Context: an optimization exercise on an open-source flow, tuned for a short achievable clock period and few clock cycles. The choices shown serve that exercise and are no tape-out recipe.
At most, simulation tests tie the RTL to the original design; equivalence was not proved.

==> v22: inputs <==
==> flow/design.v (excerpt) <==
module calc_didactic(
        clk,
        rst,
        mem_addr,
        mem_we,
        mem_wdata,
        mem_rdata
    );
Settings: LEC_CHECK=0, ABC_CLOCK_PERIOD_IN_PS=2000, CAP_MARGIN=20, CORE_MARGIN=2, CORE_UTILIZATION=40, SETUP_SLACK_MARGIN=5, SLEW_MARGIN=20; clock period 10.0 ns.
standard.sh (not shown) runs the stock make flow with config.mk's settings and CLKGATE_MAP_FILE= SYNTH_SCRIPT=/design/flow/synth_recipe.tcl, a recipe that flattens the netlist after the stock synthesis.
==> flow/flow/run.sh <==
#!/bin/bash
set -euo pipefail
MARGIN=${MARGIN:-7}
sed -E "s/SETUP_SLACK_MARGIN=[-0-9.]+/SETUP_SLACK_MARGIN=${MARGIN}/" standard.sh > standard_margin.sh
grep -c "SETUP_SLACK_MARGIN=${MARGIN}" standard_margin.sh > margin.txt
bash standard_margin.sh > standard.log 2>&1
==> v25 (differences from v22) <==
--- a/flow/design.v
+++ b/flow/design.v
@@ -71,12 +71,10 @@
 reg  [1:0]  x_cis;           
 reg  [7:0]  x_fsel;          
 reg  [15:0] x_a, x_b;
 reg         x_ma;        
 reg         x_mb;        
-reg         x_fa, x_fb;  
-reg  [15:0] lres;        
 reg         x_rwe;       
 reg  [2:0]  x_reg;
 reg         x_fld;       
 reg         x_mwe;       
 reg  [9:0]  x_addr;
@@ -106,46 +104,34 @@
 wire [2:0]  ia = is1 ? rm : (mod11 ? (d ? rg : rm) : rg);
 wire [2:0]  ib = d ? rm : rg;
 wire        x_exec = xv & (st == S_ID);
 wire        x_wreg = x_exec & x_rwe;
 wire [15:0] x_val;
-wire        fwd_a = x_wreg && x_reg == ia;
-wire        fwd_b = x_wreg && x_reg == ib;
-wire [15:0] ra = R[ia];
-wire [15:0] rb = R[ib];
+wire [15:0] ra = (x_wreg && x_reg == ia) ? x_val : R[ia];
+wire [15:0] rb = (x_wreg && x_reg == ib) ? x_val : R[ib];
 wire [15:0] is_val = R[3];
 wire [15:0] is_dec = is_val - 16'd1;
 wire [15:0] is_inc = is_val + 16'd1;
 wire [2:0]  eb = {2'b11, rm[1]};
 wire [2:0]  ex = {2'b10, rm[0]};
 wire [9:0]  ea_base = rm[2] ? R[rm][9:0] : R[eb][9:0] + R[ex][9:0];
 wire [9:0]  ea = ea_base + (mod10 ? q1[9:0] : 10'd0);
-function jcond;
-    input [3:0] cc;
-    input [4:0] f;       
-    reg         b;
-    begin
-        case (cc[2:0])
-            3'd0: b = f[4] | f[2];
-            3'd1: b = cc[3] ? f[0] : f[3];       
-            3'd2: b = (f[1] ^ f[3]) | f[2];
-            3'd3: b = f[1] ^ f[3];
-            3'd4: b = f[2];
-            3'd5: b = f[1];
-            3'd6: b = f[3];
-            default: b = f[4];
-        endcase
-        jcond = b ^ cc[3];
-    end
-endfunction
-wire        jtaken = jcond(cond, F[4:0]);
+reg         cbase;
+always @(*) begin
+    case (cond[2:0])
+        3'd0: cbase = F[4] | F[2];
+        3'd1: cbase = cond[3] ? F[0] : F[3];      
+        3'd2: cbase = (F[1] ^ F[3]) | F[2];
+        3'd3: cbase = F[1] ^ F[3];
+        3'd4: cbase = F[2];
+        3'd5: cbase = F[1];
+        3'd6: cbase = F[3];
+        default: cbase = F[4];
+    endcase
+end
+wire        jtaken = cbase ^ cond[3];
 wire [9:0]  jtarget = hpc + {{2{off[7]}}, off};
-reg         jv;
-reg         j_pred;
-reg  [3:0]  j_cond;
-reg  [9:0]  j_alt;       
-wire        j_miss = jv & (jcond(j_cond, F[4:0]) ^ j_pred);
 reg         d_swp, d_inv;
 reg  [1:0]  d_cis;
 reg  [7:0]  d_fsel;
 always @(*) begin
     d_swp = 1'b0;
@@ -173,12 +159,12 @@
             3'd6: d_fsel = 8'b0000_1000;                         
             default: ;                                           
         endcase
     end
 end
-wire [15:0] alu_in1 = x_ma ? mdr : x_fa ? lres : x_a;
-wire [15:0] alu_in2 = x_mb ? mdr : x_fb ? lres : x_b;
+wire [15:0] alu_in1 = x_ma ? mdr : x_a;
+wire [15:0] alu_in2 = x_mb ? mdr : x_b;
 wire [15:0] alu_res;
 wire        alu_c, alu_o;
 wire        alu_ci = x_cis[1] ? (cf ^ x_cis[0]) : x_cis[0];
 alu alu(.in1(alu_in1), .in2(alu_in2), .swp(x_swp), .inv(x_inv), .ci(alu_ci),
         .fsel(x_fsel), .out(alu_res), .c(alu_c), .o(alu_o));
@@ -189,16 +175,14 @@
 wire        id_port = isf | (iss & (c6 | ~(mod11 | d) | ~c6)) | (ismv & ~isjmp & ~mod11) | ((is2 | is1) & ~mod11);
 wire        use_ea = id_mem;
 wire        use_is = isf | iss;
 wire        hz_reg = x_wreg & ((use_ea & (rm[2] ? (x_reg == rm) : (x_reg == eb || x_reg == ex))) |
                                (use_is & (x_reg == 3'd3)) |
-                               (isjmp & (x_reg == ia))) |
-                    (fwd_a & ((iss & ~c6 & (mod11 | d)) | (ismv & ~mod11 & ~hasimm & ~d)));
-wire        hz_flag = x_fwe & isf & ~c6;
+                               (isjmp & (x_reg == ia)));
+wire        hz_flag = x_fwe & (isj | (isf & ~c6));
 wire        hz_port = x_port & id_port;
-wire        go = avail & ~hz_reg & ~hz_flag & ~hz_port & ~j_miss;
-wire        j_defer = go & isj & x_fwe;
+wire        go = avail & ~hz_reg & ~hz_flag & ~hz_port;
 reg  [1:0]  st_n;
 reg         xv_n, x_alu_n, x_ma_n, x_mb_n, x_rwe_n, x_fld_n, x_mwe_n;
 reg  [2:0]  x_reg_n;
 reg  [15:0] x_a_n, x_b_n;
 reg  [9:0]  x_addr_n;
@@ -235,11 +219,11 @@
             if (x_port) begin
                 e_req = 1'b1; e_we = 1'b1; e_addr = x_addr; e_wdata = x_val;
             end
             if (go) begin
                 if (isj) begin
-                    flush = ~x_fwe & jtaken;
+                    flush = jtaken;
                 end else if (isjmp) begin
                     flush = 1'b1;
                     target = R[ia][9:0];
                 end else if (isf) begin
                     if (c6) begin                                
@@ -307,24 +291,18 @@
         default: begin                                           
             st_n = S_ID;
             xv_n = xv;
         end
     endcase
-    if (j_miss) begin
-        flush = 1'b1;
-        target = j_alt;
-    end
 end
-localparam ICB = 5;      
-localparam ICN = 1 << ICB;
-reg  [15:0] ic_data [0:ICN-1];
-reg  [9-ICB:0] ic_tag [0:ICN-1];
-reg  [ICN-1:0] ic_v;
+reg  [15:0] ic_data [0:63];
+reg  [3:0]  ic_tag  [0:63];
+reg  [63:0] ic_v;
 reg         fetched;     
 reg  [9:0]  fetch_a;
-wire [ICB-1:0] fidx = fa[ICB-1:0];
-wire        ic_hit = ic_v[fidx] && (ic_tag[fidx] == fa[9:ICB]);
+wire [5:0]  fidx = fa[5:0];
+wire        ic_hit = ic_v[fidx] && (ic_tag[fidx] == fa[9:6]);
 wire [15:0] ic_word = ic_data[fidx];
 wire        k1 = go & l1, k2 = go & l2, k3 = go & l3, k0 = ~go;
 wire        arr_n = fop & ~flush;
 wire        hit_ins = ic_hit & ~fop & ~arr & ~qv[QD-1];
 wire        space = arr ? (fop ? ~qv[QD-3] : ~qv[QD-2]) : (fop ? ~qv[QD-2] : ~qv[QD-1]);
@@ -348,23 +326,23 @@
         end
     end
     if (flush)
         nqv = {QD{1'b0}};
 end
-wire [ICB-1:0] widx = addr_r[ICB-1:0];
+wire [5:0]  widx = addr_r[5:0];
 wire        fill = fetched;
-wire [ICB-1:0] fl_idx = fetch_a[ICB-1:0];
-wire        w_kill = we_r && ((fill && fl_idx == widx) ? (fetch_a[9:ICB] == addr_r[9:ICB])
-                                                       : (ic_tag[widx] == addr_r[9:ICB]));
+wire [5:0]  fl_idx = fetch_a[5:0];
+wire        w_kill = we_r && ((fill && fl_idx == widx) ? (fetch_a[9:6] == addr_r[9:6])
+                                                       : (ic_tag[widx] == addr_r[9:6]));
 always @(posedge clk) begin
     if (fill) begin
         ic_data[fl_idx] <= mem_rdata;
-        ic_tag[fl_idx] <= fetch_a[9:ICB];
+        ic_tag[fl_idx] <= fetch_a[9:6];
     end
     fetch_a <= addr_r;
     if (rst) begin
-        ic_v <= {ICN{1'b0}};
+        ic_v <= 64'd0;
         fetched <= 1'b0;
     end else begin
         fetched <= fop;
         if (fill)
             ic_v[fl_idx] <= 1'b1;
@@ -375,12 +353,10 @@
 always @(posedge clk) begin
     for (qi = 0; qi < QD; qi = qi + 1)
         q[qi] <= nq[qi];
     if (x_wreg && !(is_we && x_reg == 3'd3))
         R[x_reg] <= x_val;
-    if (x_wreg)
-        lres <= x_val;
     if (is_we)
         R[3] <= is_nv;
     if (st == S_W2)
         mdr <= mem_rdata;
     if (st == S_ID) begin
@@ -389,13 +365,10 @@
         x_inv <= d_inv;
         x_cis <= d_cis;
         x_fsel <= d_fsel;
         x_a <= x_a_n;
         x_b <= x_b_n;
-        x_fa <= fwd_a;
-        x_fb <= (is2 & ~mod11 & ~hasimm & ~d) ? fwd_a :
-                (((is2 | ismv) & mod11 & ~hasimm) ? fwd_b : 1'b0);
         x_ma <= x_ma_n;
         x_mb <= x_mb_n;
         x_rwe <= x_rwe_n;
         x_reg <= x_reg_n;
         x_fld <= x_fld_n;
@@ -410,25 +383,18 @@
         we_r <= 1'b0;
         fop <= 1'b1;
         arr <= 1'b0;
         st <= S_ID;
         xv <= 1'b0;
-        jv <= 1'b0;
         f_lazy <= 1'b0;
         f_raw <= 16'd0;
     end else begin
         qv <= nqv;
         hpc <= flush ? target : k1 ? hpc + 10'd1 : k2 ? hpc + 10'd2 : k3 ? hpc + 10'd3 : hpc;
         arr <= arr_n;
         st <= st_n;
         xv <= xv_n;
-        jv <= j_defer;
-        if (j_defer) begin
-            j_pred <= 1'b0;
-            j_cond <= cond;
-            j_alt <= jtarget;
-        end
         if (x_exec && x_fld)
         begin
             f_lazy <= 1'b0;
             f_raw <= mdr;
         end else if (x_exec && x_alu) begin
==> flow/run.sh (new file) <==
#!/bin/bash
# synth_recipe.tcl (not shown) runs the flow's synth.tcl, then flattens the netlist and writes it again
# the make line also repeats each setting of config.mk as NAME=value (left out here)
make -C /OpenROAD-flow-scripts/flow DESIGN_CONFIG=/design/flow/config.mk WORK_HOME=/design/flow/orfs CLKGATE_MAP_FILE= SYNTH_SCRIPT=/design/flow/synth_recipe.tcl finish
removed: flow/flow/run.sh
removed: flow/standard.sh
==> summary.txt <==
Status
  – Outcome: complete, no violations

Logic synthesis
  – Post-synthesis cell area: 0.0573 sq mm
  – Dominant cells by area after synthesis: edfxtp_1 (50%), mux4_2 (11%), dfxtp_1 (7.3%)

Clocking
  – Clock sinks: 1,154

Route
  – Routed vias: 42,100

Critical path
  – Reg-to-reg setup timing slack: 5770 ps

Cells and area
  – Clkbuf count: 170
  – Inverters: 131
the above is filed under v22

==> summary.txt <==
Route
  – Routed vias: ~50,000

Critical path
  – Reg-to-reg setup timing slack: just over 5000 ps

Clocking
  – Clock sinks: about 1,800

Cells and area
  – Clkbuf count: 232

Logic synthesis
  – Dominant cells by area after synthesis: edfxtp_1 (56%), mux4_2 (14%), dfxtp_1 (6.0%)
  – Top cells by count, synth: edfxtp_1 (1,521), mux4_2 (521), nand2_1 (350), nor2_1 (315), mux2i_1 (270)

Status
  – Outcome: complete, no violations
the above is filed under v25

Function was not checked in any run of this note: the RTL went through the layout flow alone.

========
==> job 6600 <==
Another version of the RTL of calc_didactic (not shown whole).
make LEC_CHECK=0 ABC_CLOCK_PERIOD_IN_PS=3000 CAP_MARGIN=20 CORE_MARGIN=2 CORE_UTILIZATION=40 SETUP_SLACK_MARGIN=5 SLEW_MARGIN=20 finish   # period 10.0 ns
run.sh (not shown) runs the stock make flow with config.mk's settings and CLKGATE_MAP_FILE= SYNTH_SCRIPT=/design/flow/synth_recipe.tcl, a recipe that flattens the netlist after the stock synthesis.
Stock flow here: none of the scripts above is used.
==> job 4586 (differences from job 6600) <==
Settings changed: ABC_CLOCK_PERIOD_IN_PS 3000 to unset, SETUP_SLACK_MARGIN 5 to unset.
==> run summary <==
- Between job 6600 and job 4586, the lower cell area is in job 4586 (gap about 13%, measured against job 4586).
- First-iteration DRC count: job 6600 is smaller than job 4586 (about 5.3%).
- Fmax: job 4586 is lower than job 6600 (about 30%).
- Non-clock buffer count: job 6600 is higher than job 4586 (166).
- Sequential cell count is the same in job 6600 and job 4586.
- Against job 4586, the wire length of job 6600 is larger by 4.5%.
- Against job 6600, the final cell count of job 4586 is smaller by about 5%.
- Against job 6600, the sequential share of layout area of job 4586 is higher by 3.5 points.
==> figures <==
item                                                         job 6600    job 4586
Run status                           no timing/DRC/antenna violations  no timing/DRC/antenna violations
Largest net degree at the start of global routing                  55          51
Highest Clock Rate                                          173.7 MHz   124.5 MHz
FF+latch area                                                7976 µm²    7960 µm²
Final weighted congestion in routability-driven placement      0.9696      0.9882
Time the final worst path needs with I/O delays and setup     5757 ps     8032 ps
Crit path largest cell delay                                   520 ps      680 ps
Wire length of the first global-routing pass                 139.7 mm    137.0 mm
Layout clock buffer count                                          45          48
CP Depth                                                           28          26
Fillers                                                         5,161       5,458
Met1 track utilization from global routing                     42.70%      41.77%
Final layout net count                                          2,843       2,674
Setup repair after global routing missed its margin              true       false
Share of cell area taken by multi-input logic gates            53.14%      54.55%
Average wire length per cell after detail routing            27.70 µm    27.86 µm
N_diodes                                                            2           1
Pin slew with the least headroom to its limit                 1121 ps     1111 ps
Function was not checked in any run of this note: the RTL went through the layout flow alone.

========
==> run Y: inputs <==
Another version of the RTL of calc_didactic (not shown whole).
==> flow/config.mk <==
export PLATFORM = sky130hd
export DESIGN_NAME = calc_didactic
export DESIGN_NICKNAME = calc_didactic
export VERILOG_FILES = /design/flow/design.v
export SDC_FILE = /design/flow/constraint.sdc
export NUM_CORES = 4
export LEC_CHECK = 0
export ABC_CLOCK_PERIOD_IN_PS = 2000
export CAP_MARGIN = 30
export CORE_MARGIN = 2
export CORE_UTILIZATION = 55
export SETUP_SLACK_MARGIN = 5
export SLEW_MARGIN = 30
==> flow/constraint.sdc <==
create_clock -name core_clock -period 10.0 [get_ports {clk}]
set_input_delay 2.0000 -clock core_clock [delete_from_list [all_inputs] [get_ports {clk}]]
set_output_delay 2.0000 -clock core_clock [all_outputs]
set_load 0.01 [all_outputs]
standard.sh (not shown) runs the stock make flow with config.mk's settings and CLKGATE_MAP_FILE= SYNTH_SCRIPT=/design/flow/synth_recipe.tcl, a recipe that flattens the netlist after the stock synthesis.
==> flow/flow/run.sh <==
#!/bin/bash
set -euo pipefail
MARGIN=${MARGIN:-7}
sed -E "s/SETUP_SLACK_MARGIN=[-0-9.]+/SETUP_SLACK_MARGIN=${MARGIN}/" standard.sh > standard_margin.sh
grep -c "SETUP_SLACK_MARGIN=${MARGIN}" standard_margin.sh > margin.txt
bash standard_margin.sh > standard.log 2>&1
==> run R (differences from run Y) <==
--- a/flow/design.v
+++ b/flow/design.v
@@ -1,8 +1,10 @@
 module alu(
     input      [15:0] in1,
     input      [15:0] in2,
+    input      [15:0] lin1,
+    input      [15:0] lin2,
     input      [15:0] dat,
     input             invx,
     input             invy,
     input             ci,
     input      [9:0]  fsel,      
@@ -10,27 +12,29 @@
     output            c,
     output            o
 );
 wire [15:0] x = in1;
 wire [15:0] y = in2;
-wire [16:0] sum = {1'b0, x} + {1'b0, y} + {16'b0, ci};
+wire [16:0] sum0 = {1'b0, x} + {1'b0, y};
+wire [16:0] sum1 = {1'b0, x} + {1'b0, y} + 17'd1;
+wire [16:0] sum = ci ? sum1 : sum0;
 assign out = ({16{fsel[0]}} & sum[15:0]) |
-             ({16{fsel[1]}} & (in1 & in2)) |
-             ({16{fsel[2]}} & (in1 | in2)) |
-             ({16{fsel[3]}} & (in1 ^ in2)) |
-             ({16{fsel[4]}} & ~in1) |
-             ({16{fsel[5]}} & {in1[14:0], 1'b0}) |
-             ({16{fsel[6]}} & {1'b0, in1[15:1]}) |
-             ({16{fsel[7]}} & {in1[15], in1[15:1]}) |
-             ({16{fsel[8]}} & in2) |
+             ({16{fsel[1]}} & (lin1 & lin2)) |
+             ({16{fsel[2]}} & (lin1 | lin2)) |
+             ({16{fsel[3]}} & (lin1 ^ lin2)) |
+             ({16{fsel[4]}} & ~lin1) |
+             ({16{fsel[5]}} & {lin1[14:0], 1'b0}) |
+             ({16{fsel[6]}} & {1'b0, lin1[15:1]}) |
+             ({16{fsel[7]}} & {lin1[15], lin1[15:1]}) |
+             ({16{fsel[8]}} & lin2) |
              ({16{fsel[9]}} & dat);
 assign c = (fsel[0] & (sum[16] ^ (invx | invy))) |
-           (fsel[5] & in1[15]) |
-           ((fsel[6] | fsel[7]) & in1[0]);
+           (fsel[5] & lin1[15]) |
+           ((fsel[6] | fsel[7]) & lin1[0]);
 assign o = (fsel[0] & (x[15] == y[15]) & (x[15] != sum[15])) |
-           (fsel[5] & (in1[14] ^ in1[15])) |
-           (fsel[6] & in1[15]);
+           (fsel[5] & (lin1[14] ^ lin1[15])) |
+           (fsel[6] & lin1[15]);
 endmodule
 module calc_didactic(
         clk,
         rst,
         mem_addr,
@@ -54,22 +58,22 @@
 assign mem_we    = we_r;
 assign mem_wdata = wdata_r;
 localparam QD = 6;       
 reg  [15:0] q [0:QD-1];
 reg  [QD-1:0] qv;        
-reg  [1:0]  qp [0:QD-1]; 
+reg  [4:0]  qp [0:QD-1]; 
 wire [15:0] q0 = q[0], q1 = q[1], q2 = q[2];
 reg  [9:0]  hpc;         
 reg  [9:0]  fa;          
 reg  [9:0]  fa1;         
 reg  [15:0] R [0:7];     
 reg         f_lazy;
 reg  [15:0] f_raw;
 reg  [15:0] f_res;
 reg         f_c, f_o;
 wire [15:0] F = f_lazy ? {11'b0, ~^f_res, f_res[15], f_res == 16'd0, f_o, f_c} : f_raw;
-wire        cf = f_lazy ? f_c : f_raw[0];
+wire        cf = f_c;    
 localparam S_ID = 2'd0, S_W1 = 2'd1, S_W2 = 2'd2;
 reg  [1:0]  st;
 reg         xv;          
 reg         x_alu;       
 reg         x_invx, x_invy;  
@@ -99,13 +103,13 @@
 wire        iss   = ~c1 & ~c3 & ~c0 & c5;        
 wire        ismv  = ~c1 & ~c3 & ~c0 & ~c5;       
 wire        isjmp = ismv & (op3 == 3'b101);
 wire        hasdisp = qp[0][0];
 wire        hasimm  = qp[0][1];
-wire        lg2 = hasdisp | hasimm;                      
-wire        lg3 = hasdisp & hasimm;                      
-wire        x_dir = x_mb & ~x_alu;
+wire        lg2 = ~qp[0][2];                             
+wire        lg3 = qp[0][4];                              
+wire        x_dir = ~x_fsel[0];
 wire        idc = (st == S_ID) | ((st == S_W2) & xv & x_dir);       
 wire        avail = idc && qv[0] && (~lg2 | qv[1]) && (~lg3 | qv[2]);
 wire [15:0] imm = mod10 ? q2 : q1;
 wire [2:0]  ia = is1 ? rm : (mod11 ? (d ? rg : rm) : rg);
 wire [2:0]  ib = d ? rm : rg;
@@ -195,11 +199,13 @@
 wire [15:0] alu_in1 = x_a;      
 wire [15:0] alu_in2 = x_b;      
 wire [15:0] alu_res;
 wire        alu_c, alu_o;
 wire        alu_ci = x_cis[1] ? (cf ^ x_cis[0]) : x_cis[0];
-alu alu(.in1(alu_in1), .in2(alu_in2), .dat(mem_rdata), .invx(x_invx), .invy(x_invy),
+wire [15:0] alu_lin1 = (st == S_W2 && x_ma) ? mem_rdata : x_a;
+wire [15:0] alu_lin2 = (st == S_W2 && x_mb) ? mem_rdata : x_b;
+alu alu(.in1(alu_in1), .in2(alu_in2), .lin1(alu_lin1), .lin2(alu_lin2), .dat(mem_rdata), .invx(x_invx), .invy(x_invy),
         .ci(alu_ci), .fsel(x_fsel), .out(alu_res), .c(alu_c), .o(alu_o));
 assign x_val = alu_res;
 wire        x_fwe = x_exec & (x_alu | x_fld);        
 wire        x_port = x_exec & x_mwe;                 
 wire        pushf = isf & ~c6;
@@ -252,11 +258,11 @@
 wire        flush   = j_miss | (go & ((isj & ~x_fwe & jtaken) | isjmp));
 wire [9:0]  target  = j_miss ? j_alt : isjmp ? R[ia][9:0] : jtarget;
 wire [9:0]  target1 = j_miss ? j_alt1 : isjmp ? R[ia][9:0] + 10'd1 : jtarget1;
 wire [1:0]  st_n    = idc ? ((go & id_read) ? S_W1 : S_ID) : (st == S_W1) ? S_W2 : S_ID;
 wire        xv_n    = idc ? (go & id_uop) : xv;
-localparam ICB = 5;      
+localparam ICB = 4;      
 localparam ICN = 1 << ICB;
 reg  [15:0] ic_data [0:ICN-1];
 reg  [9-ICB:0] ic_tag [0:ICN-1];
 reg  [ICN-1:0] ic_v;
 reg         fetched;     
@@ -271,53 +277,75 @@
 wire [ICB-1:0] jidx1 = j_alt1[ICB-1:0];
 wire        jl_hit0 = ic_v[jidx0] && (ic_tag[jidx0] == j_alt[9:ICB]);
 wire        jl_hit1 = jl_hit0 && ic_v[jidx1] && (ic_tag[jidx1] == j_alt1[9:ICB]);
 wire        jl_ins0 = j_miss & jl_hit0;
 wire        jl_ins1 = j_miss & jl_hit1;
-wire        k1 = go_q & ~lg2, k2 = go_q & lg2 & ~lg3, k3 = go_q & lg3, k0 = ~go_q;
 wire        arr_n = fop & ~flush & ~(fdup & hit_ins);
 wire        hit_ins = ic_hit & (~fop | fdup) & ~arr & ~qv[QD-1];
 wire        pfetch = ~e_req & ~flush & ~ic_hit & space;
 wire        hit2 = hit_ins & ic_hit1 & ~qv[QD-2];
 wire        space = arr ? (fop ? ~qv[QD-3] : ~qv[QD-2]) : (fop ? ~qv[QD-2] : ~qv[QD-1]);
 wire        ins = arr | hit_ins;
 wire [15:0] ins_word = arr ? mem_rdata : ic_word;
-function [1:0] predec;
+function [4:0] predec;
     input [15:0] w;
     begin
         predec[0] = w[8] & ~w[9] & ~(~w[1] & w[3] & w[0]);                  
         predec[1] = w[2] & (w[1] | (~w[3] & ~w[0] & ~w[5]));                 
+        predec[2] = ~predec[0] & ~predec[1];                                 
+        predec[3] = predec[0] ^ predec[1];
+        predec[4] = predec[0] & predec[1];
     end
 endfunction
-wire [1:0]  ins_pd = predec(ins_word);
-wire [1:0]  ins_pd1 = predec(ic_word1);
-reg  [1:0]  nqp [0:QD-1];
-reg  [15:0] nq [0:QD-1];
-reg  [QD-1:0] sv, nqv;
+wire [4:0]  ins_pd = predec(ins_word);
+wire [4:0]  ins_pd1 = predec(ic_word1);
+reg  [4:0]  nqp [0:QD-1], qps [0:QD-1], qpm [0:QD-1];
+reg  [15:0] nq [0:QD-1], qs [0:QD-1], qm [0:QD-1];
+reg  [QD-1:0] svs, svm, qvs, qvm, nqv;
+wire        m1 = qp[0][2], m2 = qp[0][3], m3 = qp[0][4];
 integer     qi;
 always @(*) begin
     for (qi = 0; qi < QD; qi = qi + 1) begin
-        sv[qi] = (k0 & qv[qi]) | (k1 & (qi + 1 < QD ? qv[qi + 1] : 1'b0)) |
-                 (k2 & (qi + 2 < QD ? qv[qi + 2] : 1'b0)) | (k3 & (qi + 3 < QD ? qv[qi + 3] : 1'b0));
-        nq[qi] = ({16{k0}} & q[qi]) | ({16{k1}} & q[qi + 1 < QD ? qi + 1 : QD - 1]) |
-                 ({16{k2}} & q[qi + 2 < QD ? qi + 2 : QD - 1]) | ({16{k3}} & q[qi + 3 < QD ? qi + 3 : QD - 1]);
-        nqp[qi] = ({2{k0}} & qp[qi]) | ({2{k1}} & qp[qi + 1 < QD ? qi + 1 : QD - 1]) |
-                  ({2{k2}} & qp[qi + 2 < QD ? qi + 2 : QD - 1]) | ({2{k3}} & qp[qi + 3 < QD ? qi + 3 : QD - 1]);
+        svs[qi] = qv[qi];
+        qs[qi] = q[qi];
+        qps[qi] = qp[qi];
+        svm[qi] = (m1 & (qi + 1 < QD ? qv[qi + 1] : 1'b0)) |
+                  (m2 & (qi + 2 < QD ? qv[qi + 2] : 1'b0)) | (m3 & (qi + 3 < QD ? qv[qi + 3] : 1'b0));
+        qm[qi] = ({16{m1}} & q[qi + 1 < QD ? qi + 1 : QD - 1]) |
+                 ({16{m2}} & q[qi + 2 < QD ? qi + 2 : QD - 1]) | ({16{m3}} & q[qi + 3 < QD ? qi + 3 : QD - 1]);
+        qpm[qi] = ({5{m1}} & qp[qi + 1 < QD ? qi + 1 : QD - 1]) |
+                  ({5{m2}} & qp[qi + 2 < QD ? qi + 2 : QD - 1]) | ({5{m3}} & qp[qi + 3 < QD ? qi + 3 : QD - 1]);
     end
     for (qi = 0; qi < QD; qi = qi + 1) begin
-        nqv[qi] = sv[qi];
-        if (ins && !sv[qi] && (qi == 0 || sv[qi == 0 ? 0 : qi - 1])) begin
-            nq[qi] = ins_word;
-            nqp[qi] = ins_pd;
-            nqv[qi] = 1'b1;
+        qvs[qi] = svs[qi];
+        qvm[qi] = svm[qi];
+        if (ins && !svs[qi] && (qi == 0 || svs[qi == 0 ? 0 : qi - 1])) begin
+            qs[qi] = ins_word;
+            qps[qi] = ins_pd;
+            qvs[qi] = 1'b1;
         end
-        if (hit2 && qi >= 1 && !sv[qi] && !sv[qi == 0 ? 0 : qi - 1] && (qi == 1 || sv[qi < 2 ? 0 : qi - 2])) begin
-            nq[qi] = ic_word1;
-            nqp[qi] = ins_pd1;
-            nqv[qi] = 1'b1;
+        if (hit2 && qi >= 1 && !svs[qi] && !svs[qi == 0 ? 0 : qi - 1] && (qi == 1 || svs[qi < 2 ? 0 : qi - 2])) begin
+            qs[qi] = ic_word1;
+            qps[qi] = ins_pd1;
+            qvs[qi] = 1'b1;
         end
+        if (ins && !svm[qi] && (qi == 0 || svm[qi == 0 ? 0 : qi - 1])) begin
+            qm[qi] = ins_word;
+            qpm[qi] = ins_pd;
+            qvm[qi] = 1'b1;
+        end
+        if (hit2 && qi >= 1 && !svm[qi] && !svm[qi == 0 ? 0 : qi - 1] && (qi == 1 || svm[qi < 2 ? 0 : qi - 2])) begin
+            qm[qi] = ic_word1;
+            qpm[qi] = ins_pd1;
+            qvm[qi] = 1'b1;
+        end
+    end
+    for (qi = 0; qi < QD; qi = qi + 1) begin
+        nq[qi] = go_q ? qm[qi] : qs[qi];
+        nqp[qi] = go_q ? qpm[qi] : qps[qi];
     end
+    nqv = go_q ? qvm : qvs;
     if (flush) begin
         nqv = {QD{1'b0}};
         if (jl_ins0) begin
             nq[0] = ic_data[jidx0];
             nqp[0] = predec(ic_data[jidx0]);
@@ -381,10 +409,11 @@
         x_reg <= x_reg_n;
         x_fld <= x_fld_n;
         x_mwe <= x_mwe_n;
         x_addr <= x_addr_n;
     end
+    wdata_r <= e_wdata;          
     if (rst) begin
         qv <= {QD{1'b0}};
         hpc <= 10'd0;
         fa <= 10'd1;
         fa1 <= 10'd2;
@@ -396,13 +425,14 @@
         st <= S_ID;
         xv <= 1'b0;
         jv <= 1'b0;
         f_lazy <= 1'b0;
         f_raw <= 16'd0;
+        f_c <= 1'b0;
     end else begin
         qv <= nqv;
-        hpc <= flush ? target : k1 ? hpc + 10'd1 : k2 ? hpc + 10'd2 : k3 ? hpc + 10'd3 : hpc;
+        hpc <= flush ? target : go_q ? (m1 ? hpc + 10'd1 : m2 ? hpc + 10'd2 : hpc + 10'd3) : hpc;
         arr <= arr_n;
         st <= st_n;
         xv <= xv_n;
         jv <= j_defer;
         if (j_defer) begin
@@ -413,17 +443,17 @@
         end
         if (x_exec && x_fld)
         begin
             f_lazy <= 1'b0;
             f_raw <= mem_rdata;
+            f_c <= mem_rdata[0];
         end else if (x_exec && x_alu) begin
             f_lazy <= 1'b1;
             f_res <= alu_res;
             f_c <= alu_c;
             f_o <= alu_o;
         end
-        wdata_r <= e_wdata;
         fdup <= ~e_req & flush & ~jl_ins0;
         if (e_req) begin
             addr_r <= e_addr;
             we_r <= e_we;
             fop <= 1'b0;
@@ -434,10 +464,11 @@
         end else if (pfetch) begin
             addr_r <= fdup ? fa1 : fa;
             we_r <= 1'b0;
             fop <= 1'b1;
         end else begin
+            addr_r <= fa;        
             we_r <= 1'b0;
             fop <= 1'b0;
         end
         if (jl_ins1) begin
             fa <= j_alt1 + 10'd1;
==> flow/flow/run.sh (replaced) <==
#!/bin/bash
set -euo pipefail
MARGIN=${MARGIN:-9}
sed -E "s/SETUP_SLACK_MARGIN=[-0-9.]+/SETUP_SLACK_MARGIN=${MARGIN}/" standard.sh > standard_margin.sh
grep -c "SETUP_SLACK_MARGIN=${MARGIN}" standard_margin.sh > margin.txt
bash standard_margin.sh > standard.log 2>&1
- CORE_UTILIZATION: 55 -> 40
==> run summary <==
* Status: complete, no violations
* Post-synth top cells: edfxtp_1 (923), mux4_2 (868), nand2_1 (593), a21oi_1 (387), nor2_1 (360)
* Initial Utilization at 0.553
* Layout cell share with drive strength beyond 1 at 0.404
* Met3 usage at 0.150
* CP arrival at 4.84 ns
* Grt met2 use at 0.653
* Fin crit period at 4.16 ns
* Via-to-Cell Ratio at 7.56
* Multi-In Gates at 4467
* Vias at 66400
* Fraction of area in registers at 0.339
* Netlist cell types at 113
the above is filed under run Y

==> run summary <==
* Number of non-clock buffers in the layout at 1105
* Post-synth top cells: edfxtp_1 (666), mux4_2 (519), nand2_1 (486), nor2_1 (424), a21oi_1 (353)
* Fin crit period at 4.10 ns
* Fraction of area in registers at 0.280
* Layout cell share with drive strength beyond 1 at 0.477
* CP arrival at 4.68 ns
* Status: complete, no violations
* Multi-In Gates at 3937
* Via-to-Cell Ratio at 6.89
* Clock skew at 0.0528 ns
* Initial Utilization at 0.403
* Vias at 57300
* Post-synth EDFFs at 666
* Met3 usage at 0.0960
the above is filed under run R

Testbench counts of run R, summed over its fixed seeds: cycles 18,030.
Function not checked in run Y: the RTL went through the layout flow alone.

## afterwards: timing with drivers on the ports
The flow's constraints put no driver on any port. The routed layouts listed below were extracted and timed again, unchanged, in two steps. Step 1 assumes that a clkbuf_16 drives the clock port and a buf_2 every other input. Step 2 moves the port delays by t, midway between the first and last clock arrival at a register: inputs arrive t later, outputs are due t later. That takes back most of the time a late clock gives input paths. Slacks: ideal / step 1 / step 2; pairs: ideal / step 1.
| run | t (ns) | setup WS [ns] | worst setup path after step 2 | latest minus earliest clock arrival (ns) |
|---|---|---|---|---|
| v22 | 0.830 | 5.774 / 5.774 / 5.774 | register to register | 0.046 / 0.047 |
| v25 | 0.908 | 5.110 / 5.110 / 5.110 | register to register | 0.074 / 0.074 |
| job 6600 | 0.621 | 4.243 / 4.243 / 3.667 | input to register | 0.030 / 0.030 |
| job 4586 | 0.625 | 1.968 / 1.968 / 1.968 | register to register | 0.026 / 0.027 |
| run Y | 0.891 | 5.840 / 5.840 / 5.446 | input to register | 0.054 / 0.054 |
| run R | 0.839 | 5.900 / 5.900 / 5.162 | input to register | 0.055 / 0.055 |
After both steps setup and hold are still met in every run listed. For run R, which loses most, drivers alone change the setup slack by 0.000 ns; drivers and shift together by -0.738 ns.
